This is an optimization exercise on Yosys and OpenROAD, whose aim is small area, not a production implementation. At most, simulation tests tie the RTL to the original design; equivalence was not proved.

== the reference run ==
// cordic_oscillator
module cordic_oscillator (
    input  wire               clk,
    input  wire               rst,
    input  wire               ce,
    input  wire signed [31:0] tuning_word,
    output wire signed [15:0] sin_out,
    output wire signed [15:0] cos_out,
    output wire               valid_out
);
==> flow/config.mk <==
export PLATFORM = sky130hd
export DESIGN_NAME = cordic_oscillator
export DESIGN_NICKNAME = cordic_oscillator
export VERILOG_FILES = /design/flow/design.v
export SDC_FILE = /design/flow/constraint.sdc
export NUM_CORES = 4
export LEC_CHECK = 0
export ABC_AREA = 1
export CAP_MARGIN = 20
export CORE_MARGIN = 2
export CORE_UTILIZATION = 40
export CTS_BUF_LIST = sky130_fd_sc_hd__clkbuf_8
export CTS_CLUSTER_DIAMETER = 60
export CTS_CLUSTER_SIZE = 16
export SLEW_MARGIN = 20
==> flow/constraint.sdc <==
create_clock -name core_clock -period 5.5 [get_ports {clk}]
set_input_delay 1.1000 -clock core_clock [delete_from_list [all_inputs] [get_ports {clk}]]
set_output_delay 1.1000 -clock core_clock [all_outputs]
set_load 0.01 [all_outputs]
run.sh (not shown) runs the stock make flow with config.mk's settings and CLKGATE_MAP_FILE= SYNTH_SCRIPT=/design/flow/synth_recipe.tcl, a recipe that flattens the netlist after the stock synthesis.
Inputs modified between the reference run and the trial run:
--- a/flow/design.v
+++ b/flow/design.v
@@ -152,21 +152,25 @@
     wire signed [15:0] z_2 = z_1_q1 + (d_1 ? 16'sd30385 : -16'sd30385);
     wire [0:0] d_2 = z_2[15];
     wire signed [14:0] zpa_1 = z_1_q1 + (d_1 ? 15'sd46439 : -15'sd14331);
     wire signed [14:0] zpb_1 = z_1_q1 + (d_1 ? 15'sd14331 : -15'sd46439);
     wire signed [14:0] z_3 = d_2 ? zpa_1 : zpb_1;
     wire [0:0] d_3 = z_3_q2[14];
     wire signed [13:0] z_4 = z_3_q2 + (d_3 ? 14'sd8149 : -14'sd8149);
     wire [0:0] d_4 = z_4[13];
-    wire signed [12:0] z_5 = z_4 + (d_4 ? 13'sd4090 : -13'sd4090);
+    wire signed [12:0] zpa_3 = z_3_q2 + (d_3 ? 13'sd12239 : -13'sd4059);
+    wire signed [12:0] zpb_3 = z_3_q2 + (d_3 ? 13'sd4059 : -13'sd12239);
+    wire signed [12:0] z_5 = d_4 ? zpa_3 : zpb_3;
     wire [0:0] d_5 = z_5_q3[12];
     wire signed [11:0] z_6 = z_5_q3 + (d_5 ? 12'sd2047 : -12'sd2047);
     wire [0:0] d_6 = z_6[11];
-    wire signed [10:0] z_7 = z_6 + (d_6 ? 11'sd1023 : -11'sd1023);
+    wire signed [10:0] zpa_5 = z_5_q3 + (d_5 ? 11'sd3070 : -11'sd1024);
+    wire signed [10:0] zpb_5 = z_5_q3 + (d_5 ? 11'sd1024 : -11'sd3070);
+    wire signed [10:0] z_7 = d_6 ? zpa_5 : zpb_5;
     wire [0:0] d_7 = z_7_q4[10];
     wire signed [10:0] z_8 = z_7_q4 + (d_7 ? 11'sd511 : -11'sd511);
     wire [0:0] d_8 = z_8[10];
     wire signed [9:0] z_9 = z_8 + (d_8 ? 10'sd255 : -10'sd255);
     wire [0:0] d_9 = z_9_q5[9];
     wire signed [8:0] z_10 = z_9_q5 + (d_9 ? 9'sd127 : -9'sd127);
     wire [0:0] d_10 = z_10[8];
     wire signed [7:0] z_11 = z_10 + (d_10 ? 8'sd63 : -8'sd63);
Via count of the first global-routing pass on the trial run is up relative to the reference run. Between the trial run and the reference run, it is the trial run whose sequential share of layout area is higher, by 0.43 points. In the trial run, the global-route usage came out 0.80 points above the value in the reference run. The count of cell instances traversed by the critical path of the trial run falls short of that of the reference run by 26%. The clock-buffer cell count in the trial run sits about 15% above the value recorded for the reference run. Going from the reference run to the trial run, total detailed-routing wirelength rose by 660 microns, post-synth design cell area fell by about 1.1%.
Only the layout flow was run in the reference run; the RTL was not checked for function there.

---

Another version of the RTL of cordic_oscillator (not shown whole).
Size in the first run: about 300 flip-flops, roughly 68 I/O pins, roughly 31000 um2 of cells after synthesis.
Settings: LEC_CHECK=0, ABC_AREA=1, CAP_MARGIN=20, CORE_MARGIN=2, CORE_UTILIZATION=40, CTS_BUF_LIST=sky130_fd_sc_hd__clkbuf_8, CTS_CLUSTER_DIAMETER=60, CTS_CLUSTER_SIZE=16, SLEW_MARGIN=20; clock period 5.5 ns.
Next try:
--- a/flow/design.v
+++ b/flow/design.v
@@ -146,25 +146,21 @@
     wire negx = qf == 2'b01 || qf == 2'b10;
     wire negy = qf == 2'b11;
     wire [16:0] zn = z[16:0] ^ {17{negz}};
     wire [16:0] zn1 = {16'd0, negz};
     wire signed [16:0] z_1 = zn + c1 + zn1;
     wire [0:0] d_1 = z_1_q1[16];
     wire signed [15:0] z_2 = z_1_q1 + (d_1 ? 16'sd30385 : -16'sd30385);
     wire [0:0] d_2 = z_2[15];
-    wire signed [14:0] zpa_1 = z_1_q1 + (d_1 ? 15'sd46439 : -15'sd14331);
-    wire signed [14:0] zpb_1 = z_1_q1 + (d_1 ? 15'sd14331 : -15'sd46439);
-    wire signed [14:0] z_3 = d_2 ? zpa_1 : zpb_1;
+    wire signed [14:0] z_3 = z_2 + (d_2 ? 15'sd16054 : -15'sd16054);
     wire [0:0] d_3 = z_3_q2[14];
     wire signed [13:0] z_4 = z_3_q2 + (d_3 ? 14'sd8149 : -14'sd8149);
     wire [0:0] d_4 = z_4[13];
-    wire signed [12:0] zpa_3 = z_3_q2 + (d_3 ? 13'sd12239 : -13'sd4059);
-    wire signed [12:0] zpb_3 = z_3_q2 + (d_3 ? 13'sd4059 : -13'sd12239);
-    wire signed [12:0] z_5 = d_4 ? zpa_3 : zpb_3;
+    wire signed [12:0] z_5 = z_4 + (d_4 ? 13'sd4090 : -13'sd4090);
     wire [0:0] d_5 = z_5_q3[12];
     wire signed [11:0] z_6 = z_5_q3 + (d_5 ? 12'sd2047 : -12'sd2047);
     wire [0:0] d_6 = z_6[11];
     wire signed [10:0] z_7 = z_6 + (d_6 ? 11'sd1023 : -11'sd1023);
     wire [0:0] d_7 = z_7_q4[10];
     wire signed [10:0] z_8 = z_7_q4 + (d_7 ? 11'sd511 : -11'sd511);
     wire [0:0] d_8 = z_8[10];
     wire signed [9:0] z_9 = z_8 + (d_8 ? 10'sd255 : -10'sd255);
@@ -409,29 +405,39 @@
     wire signed [13:0] yh_p7 = yh7 + 14'sd1, yh_m7 = yh7 - 14'sd1;
     wire signed [13:0] ys_15 = ry_15[3] ? yh_m7 : ry_15[2] ? yh_p7 : yh7;
     wire dn_15 = ~d_15;
     wire signed [3:0] mx_15 = {4{dn_15_q7}}, my_15 = {4{d_15_q7}};
     wire signed [3:0] ox_15 = ys_15 >>> 13, oy_15 = xs_15 >>> 13;
     wire signed [3:0] cx_15 = {3'd0, dn_15_q7}, cy_15 = {3'd0, d_15_q7};
     wire signed [3:0] rx_16 = rx_15 + (ox_15 ^ mx_15) + cx_15;
     wire signed [3:0] ry_16 = ry_15 + (oy_15 ^ my_15) + cy_15;
-    wire signed [13:0] xs_16 = rx_16[3] ? xh_m7 : rx_16[2] ? xh_p7 : xh7;
-    wire signed [13:0] ys_16 = ry_16[3] ? yh_m7 : ry_16[2] ? yh_p7 : yh7;
-    wire signed [15:0] x_16 = {xs_16, rx_16[1:0]};
-    wire signed [15:0] y_16 = {ys_16, ry_16[1:0]};
-    always @(posedge clk) begin
-        x_out <= negx_q7 ? -x_16 : x_16;
-        y_out <= negy_q7 ? -y_16 : y_16;
+    wire signed [13:0] xh_m27 = xh7 - 14'sd2;
+    wire x_z = rx_16[1:0] == 2'd0;
+    wire [1:0] x_eff = {rx_16[3], rx_16[2]} - {1'b0, negx_q7 & x_z};
+    reg signed [13:0] x_hv;
+    always @* case (x_eff) 2'b10: x_hv = xh_m27; 2'b11: x_hv = xh_m7; 2'b01: x_hv = xh_p7; default: x_hv = xh7; endcase
+    wire [1:0] x_lo = (rx_16[1:0] ^ {2{negx_q7}}) + {1'd0, negx_q7};
+    wire [15:0] x_fin = {x_hv ^ {14{negx_q7}}, x_lo};
+    wire signed [13:0] yh_m27 = yh7 - 14'sd2;
+    wire y_z = ry_16[1:0] == 2'd0;
+    wire [1:0] y_eff = {ry_16[3], ry_16[2]} - {1'b0, negy_q7 & y_z};
+    reg signed [13:0] y_hv;
+    always @* case (y_eff) 2'b10: y_hv = yh_m27; 2'b11: y_hv = yh_m7; 2'b01: y_hv = yh_p7; default: y_hv = yh7; endcase
+    wire [1:0] y_lo = (ry_16[1:0] ^ {2{negy_q7}}) + {1'd0, negy_q7};
+    wire [15:0] y_fin = {y_hv ^ {14{negy_q7}}, y_lo};
+    always @* begin
+        x_out = x_fin;
+        y_out = y_fin;
     end
-    reg [3:0] vcnt;
+    reg [2:0] vcnt;
     always @(posedge clk)
         if (rst) vcnt <= 0;
-        else if (vcnt != 8) vcnt <= vcnt + 1'b1;
-    assign valid_out = vcnt == 8;
+        else if (vcnt != 7) vcnt <= vcnt + 1'b1;
+    assign valid_out = vcnt == 7;
 endmodule
 module add_rca #(parameter W = 16) (
     input  wire [W-1:0] a,
     input  wire [W-1:0] b,
     input  wire         ci,
     output wire [W-1:0] s
 );
     wire [W:0] c;
- Now the flow reached the layout checks and failed them: setup timing
- count of clock-buffer cells in the layout is lower by 4
- synthesized cell count is about the same
- synthesized area is about the same
- sequential cell count drops by 33
- critical path depth goes down by 1
- worst setup slack got worse by 640 ps
- cell area goes up by a few percent
- routed wire length is higher by a few percent
- clock skew fell by 5.0 ps
- via count rises by a few percent
- worst hold slack improved by 4.2 ps
Function not checked in the second run of this note: the RTL went through the layout flow alone.

==> re-timing with driven ports <==
No port has a modelled driver above. Below, the same layouts with a new extraction and two added sets of constraints.
Step 1 (the two cells are an assumption about what drives the block):
set clk [get_ports {clk}]
set_driving_cell -lib_cell sky130_fd_sc_hd__clkbuf_16 $clk
set_driving_cell -lib_cell sky130_fd_sc_hd__buf_2 [delete_from_list [all_inputs] $clk]
Step 2 times the ports against the registers' clock, not the clock port: input delays grow and output delays shrink by t, the midpoint of the rising clock arrivals with the driver on.
a / b / c = ideal / step 1 / step 2; a / b = the first two.
run	t, ns	setup WS [ns]	worst setup path after step 2
the reference run	0.650	0.277 / 0.277 / -0.211	input to register
the trial run	0.701	0.369 / 0.369 / -0.237	input to register
the first run of note 2	0.695	0.221 / 0.221 / -0.037	input to register
the second run of note 2	0.663	-0.417 / -0.473 / -0.182	input to register
With both steps, setup timing fails in the reference run, the trial run and the first run of note 2, where it was met with ideal ports. The setup slack of the trial run, which loses most, moves by 0.000 ns with the drivers and by -0.606 ns with both steps.
